Source: an optimization exercise on an open RTL-to-GDS flow (aim: small area). Production flows keep margins and buffers that such runs may drop. Only simulation tests tie the RTL to the original design; equivalence was not proved. No run shown here takes its clock network from TritonCTS; it comes from the design's own scripts or RTL. The flow treats the clock pin as an ideal source. Dropping or thinning the clock tree relies on that and would not hold on a real chip. Power is estimated from default activity; no workload was simulated.

## design/flow/design.v

```verilog
package light_package;
  typedef enum logic[1:0] {red, yellow, green} colors;
endpackage
import light_package ::*;
module traffic_light_controller(
  input         clk, reset,
                e_left_sensor,   
                 e_str_sensor,
                w_left_sensor,
                 w_str_sensor,
                    ns_sensor,
  output light_package::colors e_left_light ,   
                 e_str_light ,
                w_left_light ,
                 w_str_light ,
                    ns_light );
  logic [2:0] mov, next_mov;
  logic [3:0] ph,  next_ph;
  always_ff @(posedge clk)
    if (reset) begin
      mov <= 3'd3;
      ph  <= 4'd0;
    end else begin
      mov <= next_mov;
      ph  <= next_ph;
    end
  wire el = e_left_sensor, es = e_str_sensor, wl = w_left_sensor,
       ws = w_str_sensor,  ns = ns_sensor;
  wire h = (~ph[0] & ~ph[1] & ~ph[3]);
  wire g = (ph[0]) | (ph[1]);
  wire yz = (~ph[0] & ~ph[1] & ph[3]);
  wire not_n = (~mov[1]) | (~mov[0]) | (mov[2]);
  wire own_all = (mov[0] & mov[1] & ~mov[2] & ns) | (~mov[0] & mov[1] & el & es) | (mov[2] & el & wl) | (mov[0] & ~mov[1] & es & ws) | (~mov[0] & ~mov[1] & wl & ws);
  wire other_any = el | es | wl | ws | (ns & not_n);
  assign next_ph[0] = (ph[0] & ~ph[2]) | (~ph[0] & ph[2] & ~ph[3]) | (ph[0] & ph[1] & ph[3]) | (~ph[1] & ~ph[3] & other_any) | (ph[0] & ~ph[1] & ~own_all) | (~ph[1] & ph[2] & ~ph[3]);
  assign next_ph[1] = (ph[0] & ~own_all) | (ph[0] & ph[2]) | (ph[0] & ~ph[1] & other_any) | (~ph[0] & ph[1] & ~ph[3]);
  assign next_ph[2] = (ph[1] & ~ph[2]) | (ph[0] & ph[3]) | (~ph[0] & ph[1]) | (ph[0] & ~ph[1] & ~own_all);
  assign next_ph[3] = (~ph[0] & ph[1]) | (~ph[1] & ph[2] & ~ph[3]) | (~ph[0] & ph[2]) | (ph[0] & ~ph[2] & ~own_all) | (ph[1] & ~ph[2] & ph[3]) | (~ph[1] & ph[2] & ~own_all);
  assign next_mov[0] = (mov[0] & ~h) | (mov[0] & ~el & ~es & ~wl & ~ws) | (~mov[0] & el & ~wl & ~ws & h) | (~mov[0] & ~mov[1] & wl & h) | (mov[0] & mov[1] & es) | (~mov[0] & ~mov[1] & ws & h) | (mov[0] & mov[1] & ws) | (mov[2] & ns) | (~mov[0] & ~wl & ~ws & ns & h) | (~mov[0] & es & ~wl & ~ws & h);
  assign next_mov[1] = (mov[1] & ~h) | (mov[1] & ~es & ~wl & ~ws) | (mov[0] & ~mov[1] & es & h) | (~mov[0] & ~mov[1] & wl & h) | (~mov[1] & el & h) | (mov[2] & ns) | (~mov[0] & ~mov[1] & ns & h) | (mov[0] & mov[1] & el & ~es & ~ws) | (~mov[0] & el & ~wl & ~ws & h) | (~mov[0] & mov[1] & ~wl & ~ws & ns) | (~mov[1] & ~wl & ~ws & ns & h);
  assign next_mov[2] = (mov[2] & ~h) | (mov[2] & ~el & ~es & ~wl & ~ws & ~ns) | (~mov[0] & el & ~wl & ~ws & h) | (~mov[0] & ~mov[1] & wl & h) | (~mov[0] & ~mov[1] & el & h);
  wire u_el = (~mov[0] & mov[1]) | (mov[2]);
  wire u_es = (mov[0] & ~mov[1]) | (~mov[0] & mov[1]);
  wire u_wl = (~mov[0] & ~mov[1]) | (mov[2]);
  wire u_ws = (~mov[1]);
  wire u_ns = (mov[0] & mov[1] & ~mov[2]);
  assign e_left_light = light_package::colors'({g & u_el, yz & u_el});
  assign e_str_light  = light_package::colors'({g & u_es, yz & u_es});
  assign w_left_light = light_package::colors'({g & u_wl, yz & u_wl});
  assign w_str_light  = light_package::colors'({g & u_ws, yz & u_ws});
  assign ns_light     = light_package::colors'({g & u_ns, yz & u_ns});
endmodule
```

## design/flow/flow/run.sh

```bash
#!/bin/bash
# Standard ORFS layout with three changes:
#  - synthesis maps the logic with an area-oriented ABC script (flow/abc.script)
#    in place of ORFS's own; everything else in synthesis is the standard script;
#  - port buffers are sky130_fd_sc_hd__buf_1 cells;
#  - the clock tree is a single buffer (flow/cts_simple.tcl) in place of
#    TritonCTS's tree; the rest of the CTS step (repair, placement) is standard.
set -euo pipefail
cd "$(dirname "$0")/.."
W=$PWD
rm -rf "$W/scripts_mod"
cp -r "$FLOW_HOME/scripts" "$W/scripts_mod"
cp "$W/flow/abc.script" "$W/scripts_mod/abc_area.script"
python3 - "$W/scripts_mod/cts.tcl" "$W/flow/cts_simple.tcl" <<'PY'
import sys
p, s = sys.argv[1], sys.argv[2]
t = open(p).read()
old = "log_cmd clock_tree_synthesis {*}$cts_args"
assert old in t
open(p, "w").write(t.replace(old, "source " + s))
PY
export SCRIPTS_DIR="$W/scripts_mod"
export SIMPLE_CTS_BUF=sky130_fd_sc_hd__clkbuf_4
export BUFFER_PORTS_ARGS="-buffer_cell sky130_fd_sc_hd__buf_1"
ADDER_MAP_FILE= ABC_AREA=1 bash standard.sh synth > "$W/synth.log" 2>&1
bash standard.sh > "$W/layout.log" 2>&1
```

## design/flow/flow/abc.script

```
strash
&get -n
&deepsyn -T 30
&put
dch
amap
topo
stime -c
```

## design/flow/flow/cts_simple.tcl

```tcl
# Clock tree for a handful of flip-flops: one clock buffer, placed at the
# centroid of the flip-flops, drives every clock pin.
set block [ord::get_db_block]
set sx 0.0; set sy 0.0; set n 0
foreach inst [$block getInsts] {
  if {[string match "sky130_fd_sc_hd__df*" [[$inst getMaster] getName]]} {
    set loc [$inst getLocation]
    set sx [expr {$sx + [lindex $loc 0]}]
    set sy [expr {$sy + [lindex $loc 1]}]
    incr n
  }
}
set dbu [$block getDbUnitsPerMicron]
set x [expr {$sx / $n / $dbu}]
set y [expr {$sy / $n / $dbu}]
puts "simple CTS: $n flip-flops, buffer at $x $y"
insert_buffer -buffer_cell $::env(SIMPLE_CTS_BUF) -net [get_nets clk] -location [list $x $y] -buffer_name clkbuf_root -net_name clk_root
set_propagated_clock [all_clocks]
report_clock_skew
```

## design/flow/standard.sh

```bash
#!/bin/bash
# synth_recipe.tcl (not shown) runs the flow's synth.tcl, then flattens the netlist and writes it again
# the make line also repeats each setting of config.mk as NAME=value (left out here)
make -C /OpenROAD-flow-scripts/flow DESIGN_CONFIG=/design/flow/config.mk WORK_HOME=/design/flow/orfs CLKGATE_MAP_FILE= SYNTH_SCRIPT=/design/flow/synth_recipe.tcl "${@:-finish}"
```

## design/flow/config.mk

```make
export PLATFORM = sky130hd
export DESIGN_NAME = traffic_light_controller
export DESIGN_NICKNAME = traffic_light_controller
export VERILOG_FILES = /design/flow/design.v
export SDC_FILE = /design/flow/constraint.sdc
export NUM_CORES = 4
export LEC_CHECK = 0
export CAP_MARGIN = 20
export CORE_AREA = 2.3 2.72 57.7 57.28
export CTS_BUF_LIST = sky130_fd_sc_hd__clkbuf_1 sky130_fd_sc_hd__clkbuf_2
export DIE_AREA = 0 0 60 60
export SLEW_MARGIN = 20
```

## design/flow/constraint.sdc

```tcl
create_clock -name core_clock -period 7.0 [get_ports {clk}]
set_input_delay 1.4000 -clock core_clock [delete_from_list [all_inputs] [get_ports {clk}]]
set_output_delay 1.4000 -clock core_clock [all_outputs]
set_load 0.01 [all_outputs]
```

==> flow_summary.toml, run 1 <==
[status]
status = "no timing/DRC/antenna violations"

[floorplanning]
pin_count = 17
die_w_um = 60
coreArea_mm2 = 0.00300
die_h_um = 60
rows = 20
initial_core_util_pct = 15.2
die_area_mm2 = 0.00360

[logic_synthesis]
synth_fa_ha_area_share_pct = 0
netlist_area_um2 = 458
yosys_warnings = 1
synthesis.instances = 71
synth_cell_types = 21
synthArstFlopShare_pct = 0
yosys.area_share.simple_pct = 35.2
yosys-mux-area-fraction_pct = 0
synth_xor_area_share_pct = 0
synth-seq-cells = 7
synth-edff-count = 0
syn_nets = 78
seq_area_frac_synth_pct = 30.6
synth-compound-area-share_pct = 28.4
synth_top_family_by_area = "simple AND/OR/NAND/NOR gates"
synth-main-ff-cell = "dfxtp_1"
postSynthAreaPerCell_um2 = 6.45

[cells_and_area]
finalNonFillerCells = 121
fin_nets = 97
seqCellArea_um2 = 140
fillCellCount = 344
final_cell_mix = "29 x nor2_1, 16 x buf_1, 7 x clkinv_1, 7 x dfxtp_1, 5 x a21oi_1"
multiInputGateArea_um2 = 292
area_growth_pct = 23.8
final_util_pct = 18.9
final_common_cell = "nor2_1"
final_layout_size_suffix_gt1_share_pct = 1.14
antenna_cells = 0

[detailed_routing]
antenna_left = 0
num_vias = 539
avgRoutedWirePerCell_um = 9.09
drtIter0Drc = 16
viasPerCell = 4.45
drt-total-wl_mm = 1.10
drc_errors = 0
drtPass1Iterations = 4

[grt]
grt_usage_pct = 6.21
grt_pass1_wl_mm = 1.82
grt-ovfl-total = 0
grt_pass1_vias = 451
grt_max_degree = 9
antenna_found_initial = 0

[sta]
setup_ws_ps = 4150
finalHoldViolCount = 0
finalCriticalPeriod_ps = 2850
rsz0062_at_grt = "false"
holdWs_ps = 527
worst_pin_slew_ps = 496
fin_skew_ps = 0.254
slew_headroom_pct = 66.8
tns_ps = 0
final_max_slew_viol_count = 0
finalCritPeriodShare_pct = 40.8
fmax_mhz = 350
setup_viol = 0

[clock_tree]
post_cts_resized = 0
postCtsHoldBufs = 0
postCtsSetupRepairBufs = 0
clkTransAtPathRegs_ps = 80
clk_latency_ps = 140

[critical_path]
crit_family = "simple AND/OR/NAND/NOR gates"
crit_arrival_ps = 1450
critPathKind = "flop to primary output"
startpoint_type = "flop"
max_stage_delay_ps = 430
cp_max_fo = 8
cp_common_cell = "nor2_1"
cp-end-kind = "primary output"
cp.required_ps = 5600
path_buf_inv = 1
crit_slowest_cell = "nor2_1"
worstPathCellList = "nor2_1, nand2_1, nor2_1, buf_1"

[pwr]
p_leak_nw = 0.200
p_per_area_mw_per_mm2 = 272
ir_drop_mv = 0.0450

[place]
dp_slack_ps = 4190
dp_cells = 120
hpwlAfterDp_um = 933
gp_congestion = 0.820
place.port_buffers = 16

[flow_run]
drv_cap = 0

[hold_path]
holdCritPathClass = "flop to flop"
[registers in the layout (all words and copies together), names as in the netlist]
signal and flops:
ph 4, mov 3
[cell usage after synthesis, drive strengths merged (2+ instances only)]
cell type	count	area share (%)
o22a	2	3.8
a21oi	5	5.5
dfxtp	7	31
nor2	29	24
nor2b	2	2.7
o21bai	2	3.3
nand2	4	3.3
clkinv	7	5.7
[path summary, 6_finish.rpt]
check                    startpoint                to  slack [ps]  cells after the start
setup reg to reg  mov[0]$_SDFF_PP1_  ph[3]$_SDFF_PP0_        4990                      7
hold / removal     ph[2]$_SDFF_PP0_  ph[3]$_SDFF_PP0_         530                      2
hold reg to reg    ph[2]$_SDFF_PP0_  ph[3]$_SDFF_PP0_         530                      2
setup / recovery   ph[1]$_SDFF_PP0_   w_left_light[0]        4150                      4
[per-stage QoR]
stage	total power [mW]	cell area [µm²]
2_1_floorplan	0.117	458
3_3_place_gp	0.139	559
3_5_place_dp	0.138	559
4_1_cts	0.155	567
5_1_grt	0.169	567
6_report	0.154	567
[power breakdown]
part / internal [mW] / switching (mW) / leakage [nW]
Combinational: 0.0277 / 0.0486 / 0.138
Sequential: 0.0491 / 0.0124 / 0.0580
Clock: 0.00681 / 0.00965 / 0.00460
[per-layer routing]
metal	wire length, µm	GRT usage (%)	up-vias
li1	-	-	281
met1	522	8.45	239
met2	500	10.9	19
met3	77	0.866	0
met4	0	0.317	0
met5	0	0	-
[worst min-delay path, delay by kind of cell (launching register included)]
kind | cells | cell delay (ps)
and+or+nand+nor | 1 | 90
DFF | 1 | 330
AOI/OAI and AO/OA | 1 | 50
[cell families (layout without fill, tap and decap cells)]
group                  count (synthesis)  in the layout
buffers and inverters                  7             24
and+or+nand+nor                       39             39
DFF                                    7              7
AOI/OAI and AO/OA                     18             18
[area by class of cell, clock buffers not listed]
cell class | instances | area share [%]
inverters | 7 | 4.64
repair buffers | 16 | 10.6
multi-input cells | 57 | 51.4
flip-flops and latches | 7 | 24.7
well taps | 33 | 7.28
==> inputs of run 2 (changes only) <==
--- a/design/flow/flow/run.sh
+++ b/design/flow/flow/run.sh
@@ -23,4 +23,4 @@
 export SIMPLE_CTS_BUF=sky130_fd_sc_hd__clkbuf_4
 export BUFFER_PORTS_ARGS="-buffer_cell sky130_fd_sc_hd__buf_1"
-ADDER_MAP_FILE= ABC_AREA=1 bash standard.sh synth > "$W/synth.log" 2>&1
+ABC_AREA=1 bash standard.sh synth > "$W/synth.log" 2>&1
 bash standard.sh > "$W/layout.log" 2>&1
==> run 2 against run 1 <==
Still clean on timing, DRC and antenna. Worst setup slack lost 9.4 ps. Cell count up 9.9%. Total power rose by 15%. Core utilization is 3.0 points higher. Die area unchanged. Largest power group unchanged.
==> flow_summary.toml, run 2 <==
[status]
status = "no timing/DRC/antenna violations"

[detailed_routing]
antenna_left = 0
num_vias = 621
drtIter0Drc = 19
drt-total-wl_mm = 1.35
viasPerCell = 4.67
drtPass1Iterations = 4
drc_errors = 0
avgRoutedWirePerCell_um = 10.1

[critical_path]
max_stage_delay_ps = 340
critPathKind = "primary input to flop"
regToRegSetupSlack_ps = 4720
crit_slowest_cell = "a222oi_1"
worstPathCellList = "buf_1, a22o_1, a222oi_1, or2_0, o22ai_1, nor2b_1, a2111oi_0"
cp.required_ps = 7010
cp-end-kind = "flop"
crit_arrival_ps = 2880
crit_family = "compound AO/OA/AOI/OAI gates"
startpoint_type = "primary input"
cp.depth = 7
setup.worst_path.end = "ph[3]$_SDFF_PP0_"
r2r_end = "ph[3]$_SDFF_PP0_"
rr_startpoint = "mov[1]$_SDFF_PP1_"
path_buf_inv = 1
cp-startpoint = "w_left_sensor"
r2r_cells = 8
cp_max_fo = 6

[logic_synthesis]
synth_cell_types = 20
synth-edff-count = 0
synth-seq-cells = 7
ys_top_cells_by_count = "19 x nor2_1, 14 x clkinv_1, 11 x a21oi_1, 7 x dfxtp_1"
synthesis.instances = 83
yosys-top-cells-area = "dfxtp_1 26%, nor2_1 13%, a21oi_1 10%"
synth_top_cell_area_share_pct = 25.6
postSynthAreaPerCell_um2 = 6.60
netlist_area_um2 = 548
yosys_warnings = 1
synth-main-ff-cell = "dfxtp_1"
synthDominantAreaCellType = "dfxtp_1"
synthArstFlopShare_pct = 0
yosysMostFrequentCell = "nor2_1"
seq_area_frac_synth_pct = 25.6
syn_nets = 94

[sta]
worst_pin_slew_ps = 387
finalCriticalPeriod_ps = 2860
final_max_slew_viol_count = 0
setup_ws_ps = 4140
tns_ps = 0
fmax_mhz = 349
slew_headroom_pct = 73.5
finalHoldViolCount = 0
setup_viol = 0
finalCritPeriodShare_pct = 40.9
fin_skew_ps = 0.180
rsz0062_at_grt = "false"

[pwr]
total_power_mw = 0.177
clkPwrFrac_pct = 9.3
swShare_pct = 47.2
sequentialPowerShare_pct = 35.5
combPwrFrac_pct = 55.1
p_leak_nw = 0.236
internal_power_mw = 0.0933
switchingPower_mw = 0.0833
ir_drop_mv = 0.0477
p_per_area_mw_per_mm2 = 269

[flow_run]
drv_cap = 0

[cells_and_area]
final_util_pct = 21.9
area_growth_pct = 19.9
antenna_cells = 0
final_cell_area_um2 = 657
largest_register = "ph"
fillCellCount = 342
fin_nets = 113
largest_reg_flops = 4
final_cell_mix = "19 x nor2_1, 16 x buf_1, 14 x clkinv_1"
top_regs = "ph (4), mov (3)"
final_common_cell = "nor2_1"
final_layout_size_suffix_gt1_share_pct = 1.00

[clock_tree]
postCtsSetupRepairBufs = 0
clk_latency_ps = 140
postCtsHoldBufs = 0
clkTransAtPathRegs_ps = 80
post_cts_resized = 0

[place]
gp_congestion = 0.879
dp_slack_ps = 4000
place.port_buffers = 16
hpwlAfterDp_mm = 1.16
post_dp_cell_area_um2 = 649

[floorplanning]
die_w_um = 60
die_area_mm2 = 0.00360
coreArea_mm2 = 0.00300
initial_core_util_pct = 18.3
rows = 20
die_h_um = 60
pin_count = 17

[grt]
grt_pass1_vias = 563
grt_max_degree = 9
grt_pass1_wl_mm = 2.42
antenna_found_initial = 0
grt-ovfl-total = 0
grt_usage_pct = 8.34

[hold_path]
worstHoldStart = "mov[2]$_SDFF_PP0_"
holdCritPathClass = "flop to flop"
## run 2: logic make-up (layout without fill, tap and decap cells)
kind of cell               after synthesis  after routing  share of synthesized area [%]
and+or+nand+nor                         30             30                           22.6
AOI/OAI and AO/OA                       28             28                           33.1
buffers and inverters                   14             31                           9.59
DFF                                      7              7                           25.6
adders and majority gates                4              4                           9.13
## run 2: how the worst min path moves through the flow
| stage | to | slack [ps] | cells after the start |
|---|---|---|---|
| 2_1_floorplan | ph[2]$_SDFF_PP0_ | 480 | 2 |
| 3_3_place_gp | ph[3]$_SDFF_PP0_ | 500 | 2 |
| 3_5_place_dp | mov[2]$_SDFF_PP0_ | 520 | 2 |
| 4_1_cts | ph[3]$_SDFF_PP0_ | 530 | 2 |
| 5_1_grt | mov[2]$_SDFF_PP0_ | 550 | 2 |
| 6_report | mov[2]$_SDFF_PP0_ | 520 | 2 |
## run 2: worst min-delay path: cells and delay by family, from the launching register on
kind / cells / cell delay [ps]
DFF: 1 / 330
and+or+nand+nor: 2 / 150
## run 2: per-layer routing
layer,part of all wire (%),up-vias,GRT usage (%)
met4,2.0,0,0.952
li1,-,322,-
met5,0,-,0
met1,51,269,12.4
met2,42,28,14.0
met3,4.8,2,0
## run 2: cell type report, clock buffers not listed
type | count | area, µm² | share of cell area, %
inverters | 14 | 52.6 | 8.00
multi-input cells | 62 | 355 | 54.1
flip-flops and latches | 7 | 140 | 21.3
well taps | 33 | 41.3 | 6.29
repair buffers | 16 | 60.1 | 9.14
## run 2: metrics by stage
| step | instances | hold WS, ps |
|---|---|---|
| after floorplan | 83 | 481 |
| after global placement | 132 | 500 |
| after detailed placement | 132 | 518 |
| after CTS | 133 | 526 |
| after global routing | 133 | 549 |
| final | 133 | 523 |
## run 2: power groups by stage
stage          Sequential (mW)  Combinational, mW  Clock, mW
2_1_floorplan           0.0603             0.0725          0
3_3_place_gp            0.0637             0.0979          0
3_5_place_dp            0.0637             0.0974          0
4_1_cts                 0.0627             0.0980     0.0171
5_1_grt                 0.0650              0.112     0.0188
6_report                0.0628             0.0974     0.0165

-- separate check: timing with driven ports --
No port has a modelled driver above. Below, the same layouts with a new extraction and two added sets of constraints. Step 1: set_driving_cell puts a clkbuf_16 on clk and a buf_2 on each other input, an assumption about the parent block. Step 2 also shifts input and output timing later by t, the mid clock arrival at the registers, as if the neighbouring blocks saw the same clock. Three values: no drivers, after step 1, after step 2; two values: the first two.
run	t (ns)	setup slack, ns	latest minus earliest clock arrival (ns)
run 1	0.160	4.147 / 4.128 / 4.145	0.000 / 0.000
run 2	0.161	4.137 / 4.137 / 3.976	0.001 / 0.000
After both steps setup and hold are still met in every run listed. For run 2, which loses most, drivers alone change the setup slack by 0.000 ns; drivers and shift together by -0.161 ns.
